This design comes from an exercise in tuning for small area on the open sky130 flow, not from production work. Function was checked by simulation only, so behaviour that the tests miss may differ from the original. Power and IR drop assume default switching activity.

==> design.v <==
module configure (
	input             ctrl_s_axi_aclk,
	input             ctrl_s_axi_aresetn,
	input      [31:0] ctrl_s_axi_awaddr,
	input             ctrl_s_axi_awvalid,
	output            ctrl_s_axi_awready,
	input      [31:0] ctrl_s_axi_wdata,
	input      [3:0]  ctrl_s_axi_wstrb,
	input             ctrl_s_axi_wvalid,
	output            ctrl_s_axi_wready,
	output     [1:0]  ctrl_s_axi_bresp,
	output            ctrl_s_axi_bvalid,
	input             ctrl_s_axi_bready,
	input      [31:0] ctrl_s_axi_araddr,
	input             ctrl_s_axi_arvalid,
	output            ctrl_s_axi_arready,
	output     [31:0] ctrl_s_axi_rdata,
	output     [1:0]  ctrl_s_axi_rresp,
	output            ctrl_s_axi_rvalid,
	input             ctrl_s_axi_rready,
	input      [31:0] udt_state,
	input             state_valid,
	output            state_ready,
	output            Req_Connect,
	input             Res_Connect,
	output            Req_Close,
	input             Res_Close,
	input             Peer_Req_Close,
	output reg        Peer_Res_Close,
	output reg        user_valid,
	input             user_ready,
	output reg [31:0] Snd_Buffer_Size,
	output reg [31:0] Rev_Buffer_Size,
	output reg [31:0] FlightFlagSize,
	output reg [31:0] MSSize,
	output reg [31:0] INIT_SEQ
);
localparam [31:0] DEF_SND = 32'd8192, DEF_REV = 32'd8192,
                  DEF_FLT = 32'd256000, DEF_MSS = 32'd8000;
localparam [2:0] S_MSS = 3'd0, S_SND = 3'd1, S_REV = 3'd2, S_FLT = 3'd3,
                 S_SEQ = 3'd4, S_CON = 3'd5, S_CLS = 3'd6, S_UNK = 3'd7;
localparam [3:0] W_RST = 4'd0, W_INIT = 4'd1, W_IDLE = 4'd3, W_UPD = 4'd2, W_SEL = 4'd6, W_WR = 4'd7, W_CHK = 4'd5, W_OK = 4'd4, W_ERR = 4'd12, W_CORE = 4'd8;
localparam [2:0] R_RST = 3'd0, R_IDLE = 3'd1, R_ADDR = 3'd2, R_WAIT = 3'd3,
                 R_VAL = 3'd4, R_DEC = 3'd5;
reg [3:0]  ws;
reg [2:0]  sel;
reg [2:0]  rs;
reg [31:0] st;         
reg [31:0] rd_sel;     
function lt32;
	input [31:0] a, b;
	integer i;
	begin
		lt32 = 1'b0;
		for (i = 0; i < 32; i = i + 1)
			lt32 = (~a[i] & b[i]) | (~a[i] & lt32) | (b[i] & lt32);
	end
endfunction
wire [2:0] aw_sel = (|ctrl_s_axi_awaddr[31:3]) ? S_UNK : ctrl_s_axi_awaddr[2:0];
wire [2:0] ar_sel = (|ctrl_s_axi_araddr[31:3]) ? S_UNK : ctrl_s_axi_araddr[2:0];
wire st_ff  = &st;
wire mss_ok = ~lt32(DEF_MSS, MSSize);
wire snd_ok = ~lt32(32'd1048576, Snd_Buffer_Size << 3);
wire rev_ok = ~lt32(32'd1048576, Rev_Buffer_Size << 3);
wire flt_ok = lt32(Rev_Buffer_Size, FlightFlagSize);
wire sel_ok =
	(sel == S_MSS) ? mss_ok :
	(sel == S_SND) ? snd_ok :
	(sel == S_REV) ? rev_ok :
	(sel == S_FLT) ? flt_ok :
	(sel == S_SEQ) ? 1'b1 :
	(sel == S_CON) ? (st == 32'h0 || st == 32'h1000) :
	(sel == S_CLS) ? (st == 32'h10) : 1'b0;
wire wr_go  = (ws == W_SEL) && ctrl_s_axi_wvalid;
wire err_go = (ws == W_CHK) && !sel_ok;
wire [31:0] mwd = ctrl_s_axi_wdata & {{8{ctrl_s_axi_wstrb[3]}}, {8{ctrl_s_axi_wstrb[2]}},
                                      {8{ctrl_s_axi_wstrb[1]}}, {8{ctrl_s_axi_wstrb[0]}}};
always @(posedge ctrl_s_axi_aclk or negedge ctrl_s_axi_aresetn)
	if (!ctrl_s_axi_aresetn)
		ws <= W_RST;
	else
		case (ws)
			W_RST:  ws <= W_INIT;
			W_INIT: ws <= W_IDLE;
			W_IDLE: ws <= ctrl_s_axi_awvalid ? W_SEL : state_valid ? W_UPD : W_IDLE;
			W_UPD:  ws <= W_IDLE;
			W_SEL:  if (ctrl_s_axi_wvalid) ws <= W_WR;
			W_WR:   ws <= W_CHK;
			W_CHK:  ws <= (sel_ok && sel != S_UNK) ? W_OK : W_ERR;
			W_OK:   if (ctrl_s_axi_bready) ws <= (sel == S_CON || sel == S_CLS) ? W_CORE : W_IDLE;
			W_ERR:  if (ctrl_s_axi_bready) ws <= W_IDLE;
			W_CORE: if (sel == S_CON ? Res_Connect : Res_Close) ws <= W_IDLE;
			default: ws <= W_IDLE;
		endcase
always @(posedge ctrl_s_axi_aclk)
	if (ws == W_IDLE)
		sel <= aw_sel;
assign ctrl_s_axi_awready = (ws == W_IDLE) || (ws == W_SEL) ||
	(sel == S_UNK && (ws == W_WR || ws == W_CHK || ws == W_ERR));
assign ctrl_s_axi_wready  = (ws == W_SEL) || (ws == W_WR && sel == S_UNK);
assign ctrl_s_axi_bvalid  = (ws == W_OK) || (ws == W_ERR);
assign ctrl_s_axi_bresp   = {2{ws == W_ERR}};
assign state_ready        = (ws == W_UPD);
assign Req_Connect        = (ws == W_CORE) && (sel == S_CON);
assign Req_Close          = (ws == W_CORE) && (sel == S_CLS);
wire [31:0] pv = mwd | {32{ws == W_CHK}};
wire        pl = wr_go || err_go;
always @(posedge ctrl_s_axi_aclk or negedge ctrl_s_axi_aresetn)
	if (!ctrl_s_axi_aresetn) begin
		MSSize          <= 32'h0;
		Snd_Buffer_Size <= 32'h0;
		Rev_Buffer_Size <= 32'h0;
		FlightFlagSize  <= 32'h0;
		INIT_SEQ        <= 32'h0;
	end else if (ws == W_RST) begin
		MSSize          <= MSSize | DEF_MSS;
		Snd_Buffer_Size <= Snd_Buffer_Size | DEF_SND;
		Rev_Buffer_Size <= Rev_Buffer_Size | DEF_REV;
		FlightFlagSize  <= FlightFlagSize | DEF_FLT;
	end else if (pl) begin
		if (sel == S_MSS) MSSize          <= pv;
		if (sel == S_SND) Snd_Buffer_Size <= pv;
		if (sel == S_REV) Rev_Buffer_Size <= pv;
		if (sel == S_FLT) FlightFlagSize  <= pv;
		if (sel == S_SEQ) INIT_SEQ        <= pv;
	end
wire st_upd = (ws == W_IDLE) && !ctrl_s_axi_awvalid && state_valid && !st_ff;
wire st_err = err_go && (sel == S_CON || sel == S_CLS);
wire st_con = (ws == W_OK) && ctrl_s_axi_bready && (sel == S_CON);
wire st_cls = (ws == W_OK) && ctrl_s_axi_bready && (sel == S_CLS);
wire st_ld  = st_upd || st_err || st_con || st_cls;
always @(posedge ctrl_s_axi_aclk or negedge ctrl_s_axi_aresetn)
	if (!ctrl_s_axi_aresetn)
		st <= 32'h0;
	else
		st <= ({32{st_upd}} & udt_state) | {32{st_err}} |
		      {23'h0, st_cls, 7'h0, st_con} | ({32{!st_ld}} & st);
always @(posedge ctrl_s_axi_aclk or negedge ctrl_s_axi_aresetn)
	if (!ctrl_s_axi_aresetn)
		rs <= R_RST;
	else
		case (rs)
			R_RST, R_IDLE: rs <= ctrl_s_axi_arvalid ? R_ADDR : R_IDLE;
			R_ADDR:        rs <= (ar_sel == S_UNK) ? R_DEC : R_WAIT;
			R_WAIT:        rs <= R_VAL;
			default:       rs <= R_IDLE;
		endcase
always @(posedge ctrl_s_axi_aclk)
	if (rs == R_RST || rs == R_IDLE)
		case (ar_sel)
			S_MSS:   rd_sel <= MSSize;
			S_SND:   rd_sel <= Snd_Buffer_Size;
			S_REV:   rd_sel <= Rev_Buffer_Size;
			S_FLT:   rd_sel <= FlightFlagSize;
			S_SEQ:   rd_sel <= INIT_SEQ;
			S_CON,
			S_CLS:   rd_sel <= st;
			default: rd_sel <= 32'hffff_ffff;
		endcase
assign ctrl_s_axi_arready = (rs == R_IDLE);
assign ctrl_s_axi_rvalid  = (rs == R_VAL) || (rs == R_DEC);
assign ctrl_s_axi_rdata   = ctrl_s_axi_rvalid ? rd_sel : 32'h0;
assign ctrl_s_axi_rresp   = (rs == R_DEC) ? 2'b01 : (rs == R_VAL && &rd_sel) ? 2'b11 : 2'b00;
always @(posedge ctrl_s_axi_aclk or negedge ctrl_s_axi_aresetn)
	if (!ctrl_s_axi_aresetn) begin
		user_valid     <= 1'b0;
		Peer_Res_Close <= 1'b0;
	end else if (Peer_Req_Close || Res_Close) begin
		user_valid     <= 1'b1;
		Peer_Res_Close <= 1'b0;
	end else if (user_ready) begin
		user_valid     <= 1'b0;
		Peer_Res_Close <= 1'b1;
	end
endmodule
==> flow/run.sh <==
#!/bin/bash
# The standard layout with these changes:
#  - after the standard synthesis, the combinational cells are re-mapped for
#    area (flow/reopt.sh); the flip-flops stay exactly as synthesis made them
#  - the port buffers are the smallest buffer cell
#  - clock tree synthesis inserts no dummy loads and uses larger sink clusters
set -euo pipefail
export BUFFER_PORTS_ARGS="-buffer_cell sky130_fd_sc_hd__buf_1"
export CTS_ARGS="-sink_clustering_enable -repair_clock_nets -dont_use_dummy_load -sink_clustering_size 24 -sink_clustering_max_diameter 70"
R=orfs/results/sky130hd/configure/base
bash standard.sh synth > synth.log 2>&1
cp $R/1_2_yosys.v standard_1_2_yosys.v
bash flow/reopt.sh "$PWD/standard_1_2_yosys.v" "$PWD/reopt_1_2_yosys.v" "$PWD/reopt.log"
cp reopt_1_2_yosys.v $R/1_2_yosys.v
rm -f $R/1_synth.odb $R/1_synth.sdc
bash standard.sh > standard.log 2>&1
==> flow/reopt.sh <==
#!/bin/bash
# reopt.sh IN.v OUT.v LOG
# Re-maps the combinational cells of a mapped netlist for area with ABC, keeping
# every flip-flop instance (its name and cell type) exactly as it is.
set -euo pipefail
IN=$1; OUT=$2; LOG=$3
PLAT=$FLOW_HOME/platforms/sky130hd
LIB=$PLAT/lib/sky130_fd_sc_hd__tt_025C_1v80.lib
DU=$(sed -n '/^export DONT_USE_CELLS/,/^$/p' $PLAT/config.mk | grep -o 'sky130_fd_sc_hd__[a-z0-9_]*' | sed 's/^/-dont_use /' | tr '\n' ' ')
FLOPS=$(grep -o 'sky130_fd_sc_hd__[a-z0-9_]*' $IN | sort -u | grep -E '__(df|edf|sdf|sedf|dl)' | tr '\n' ' ')
W=$(dirname $OUT)
cat > $W/reopt_abc.script <<EOS
&get -n
&st
&syn2
&dch -f
&nf -a -R 1000
&syn2
&dch -f
&nf -a -R 1000
&put
EOS
cat > $W/reopt.ys <<EOS
read_liberty -ignore_miss_func $LIB
read_verilog $IN
hierarchy -top configure
setattr -mod -set keep_hierarchy 1 $FLOPS
flatten
select configure
opt_clean -purge
abc -liberty $LIB $DU -script $W/reopt_abc.script
opt_clean -purge
hilomap -singleton -hicell sky130_fd_sc_hd__conb_1 HI -locell sky130_fd_sc_hd__conb_1 LO
splitnets
opt_clean -purge
stat -liberty $LIB
write_verilog -noattr -nohex -nodec -selected $OUT
EOS
yosys -l $LOG $W/reopt.ys > /dev/null
==> standard.sh <==
#!/bin/bash
# synth_recipe.tcl (not shown) runs the flow's synth.tcl, then flattens the netlist and writes it again
# the make line also repeats each setting of config.mk as NAME=value (left out here)
make -C /OpenROAD-flow-scripts/flow DESIGN_CONFIG=/design/flow/config.mk WORK_HOME=/design/flow/orfs CLKGATE_MAP_FILE= SYNTH_SCRIPT=/design/flow/synth_recipe.tcl "${@:-finish}"
==> config.mk <==
export PLATFORM = sky130hd
export DESIGN_NAME = configure
export DESIGN_NICKNAME = configure
export VERILOG_FILES = /design/flow/design.v
export SDC_FILE = /design/flow/constraint.sdc
export NUM_CORES = 4
export LEC_CHECK = 0
export CAP_MARGIN = 20
export CORE_AREA = 2.3 2.72 149.04 146.88
export DIE_AREA = 0 0 151.25 151.25
export SLEW_MARGIN = 20
==> constraint.sdc <==
create_clock -name core_clock -period 5.0 [get_ports {ctrl_s_axi_aclk}]
set_input_delay 1.0000 -clock core_clock [delete_from_list [all_inputs] [get_ports {ctrl_s_axi_aclk}]]
set_output_delay 1.0000 -clock core_clock [all_outputs]
set_load 0.01 [all_outputs]
==> notes.md <==
[power by group]
| group | total (mW) | switching [mW] | leakage [nW] | internal, mW |
|---|---|---|---|---|
| clock network | 1.17 | 0.635 | 0.185 | 0.538 |
| registers | 3.58 | 0.976 | 2.86 | 2.60 |
| logic | 2.68 | 1.67 | 1.86 | 1.01 |
| total | 7.43 | 3.28 | 4.90 | 4.15 |
[layer usage]
metal / up-vias / global-route usage
li1: 4909 / -
met1: 5285 / 0.524
met2: 738 / 0.555
met3: 102 / 0.0892
met4: 0 / 0.107
met5: - / 0.0114
[layout by cell type (no fill, tap or decap), types with 3 or more instances in the layout]
master     instances
nor2_1           116
and3_1             5
a221o_1           31
nand3_1           41
and2_0            36
clkinv_1          36
nand2_1           87
nor3_1            17
o21a_1             3
and2_2             3
a21oi_1          135
nor4_1            37
or4_1              4
or3_1              5
a222oi_1          26
nor2b_1            9
dfrtp_1          201
edfxtp_1          35
a221oi_1           9
buf_4             22
clkbuf_16         15
a31oi_1            3
nand4_1           23
o2bb2ai_1          6
a22oi_1           40
o22ai_1            7
nand3b_1           4
o221ai_1           3
buf_1            347
o21ai_0          109
nand2b_1           5
[through the flow]
step           power [mW]  hold WS [ns]
6_report             7.43         0.504
2_1_floorplan        4.85         0.440
3_5_place_dp         6.22         0.484
4_1_cts              7.37         0.501
3_3_place_gp         6.16         0.477
5_1_grt              7.86         0.527
[worst max-delay path: stages (launching register included)]
cell	delay (ns)
dfrtp_1	0.47
nand2b_1	0.18
o221ai_1	0.17
a2111oi_0	0.81
o21ai_0	0.38
nand3b_1	0.27
nand3_1	0.11
a21oi_1	0.20
o2111ai_4	0.72
buf_12	0.29
o21ai_0	0.14
[worst max path at each step]
| stage | endpoint | slack (ns) | depth (start not counted) | start |
|---|---|---|---|---|
| after floorplan | FlightFlagSize[0] | 0.05 | 8 | MSSize[0] |
| after global placement | rd_sel[14] | 1.27 | 8 | ctrl_s_axi_araddr[0] |
| after detailed placement | rd_sel[14] | 1.25 | 8 | ctrl_s_axi_araddr[0] |
| after CTS | INIT_SEQ[9] | 1.32 | 10 | Rev_Buffer_Size[18] |
| after global routing | FlightFlagSize[15] | 1.14 | 11 | Rev_Buffer_Size[18] |
| final | INIT_SEQ[9] | 1.11 | 10 | Rev_Buffer_Size[18] |
[final cells by class]
cell class	instances	area share
repair buffers	372	0.116
multi-input cells	799	0.350
inverters	36	0.0104
diodes	1	0.000192
flip-flops and latches	236	0.467
clock buffers	15	0.0288
well taps	275	0.0264
[state kept, by name, summed over array words and instances (netlist names)]
register,flops
st,32
MSSize,32
Rev_Buffer_Size,32
sel,3
rs,3
INIT_SEQ,32
Snd_Buffer_Size,32
Peer_Res_Close,1
ws,4
FlightFlagSize,32
rd_sel,32
user_valid,1
==> notes.md <==
status=finished clean; max_cap viols=0; syn_nets=between 1000 and 1500; cell count after synthesis=about 1100; final slew viol count=0; endpoints failing hold=0; CTS Root Cell=clkbuf_16; vias post-DR=11000; top layer in use=met4; std cell rows=53; number of global-route vias before repair=about 9900; Slew @ Worst Pin=1.11 ns; post-layout util=0.615; # hold bufs at CTS=0; clk sinks=around 240; placed instance count=1718; post-route clock period utilization=0.778; Die ar.=22900 um2; clk buf depth=3; htree depth=1; Worst Reg2Reg Path Length in Cells=10; Min-Delay Path Class=flop to flop; DRC errors left=0; fin nets=1604; clock latency on the worst-skew pair=around 0.5 ns; final wirelength=42.6 mm; WHS Endpoint=Peer_Res_Close; GPL Wtd Cong=just over 0.9; r2r setup slk=around 1.1 ns; I/O Buffers=about 350; post-route design area=13000 um2; pin count of the biggest net entering global routing=between 70 and 80; gr usage total=0.366; clk slew on worst S/H paths=0.09 ns; Slew HR=0.259; Initial DRC Count=around 1300; initial antenna violation count=1; global-route wire length before repair=61.7 mm; Setup WS pre-CTS=1.25 ns; die width=between 150 and 200 um; final worst slack=1.11 ns; Crit Path Category=flop to flop; routed wl met3=around 5.0 mm; CORE AREA=between 20000 and 25000 um2; vias per std cell=6.36; DPL Wire Length=30.5 mm; met2 wire length=~19 mm; Die H=151 um; footprint of the multi-input gates=around 4600 um2; # setup viols final=0; Period minus WS final=a little under 4 ns; Crit. End Element=flop; Starting Density=0.506; Critical Path RT=~5.4 ns; Mapped Avg Cell Area=around 10 um2; Worst Skew=roughly 0.023 ns; io pins=350; synth warn=1; length of the first detailed-routing pass in iterations=7; r2r endpoint=INIT_SEQ[9]; GR Overflow Total=0; Filler cells=about 1900; post-CTS setup buffers=0; Post-DP Area=~13000 um2; Peak Freq=around 0.26 GHz; WL met1=17.1 mm; RSZ-0062 raised after global routing=false; crit start category=flop; hold wc startpoint=Peer_Res_Close; Post-CTS Resized=0; CTS tree=built; CTS Buf Count=15; leakage=4.90 nW; Non-Filler Instances=approximately 1700; PwrDens=about 570 nW/um2; number of nets with antenna violations after detailed routing=0; layout cells sized above 1=0.0377; worst IR drop on VDD=roughly 0.30 mV; cell area after synthesis=between 10000 and 15000 um2; WL/cell=around 25 um; Register Area=6080 um2; Crit Path Max Fanout=38; reg2reg start=Rev_Buffer_Size[18]; CP arrival=4.24 ns; final setup TNS=0 ns; area grow syn2layout=21.6%; Hold Path Stages=1

port drivers added, routing unchanged:
Ports are ideal in the flow. The routed layout listed here was re-timed in OpenROAD. Step 1 sets driving cells, clkbuf_16 on the clock port and buf_2 on the other inputs (assumed; they add their load-dependent delay and slew). Step 2 times the ports against the registers' clock, not the clock port: input delays grow and output delays shrink by t, the midpoint of the rising clock arrivals with the driver on. a / b / c = ideal ports / drivers / drivers and shift; a / b = the first two.
shift t [ns]: 0.530
slack for setup (ns): 1.110 / 1.110 / 0.944
worst hold slack (ns): 0.504 / 0.504 / 0.504
After both steps setup and hold are still met in this run. The setup slack of this run moves by 0.000 ns with the drivers and by -0.166 ns with both steps.
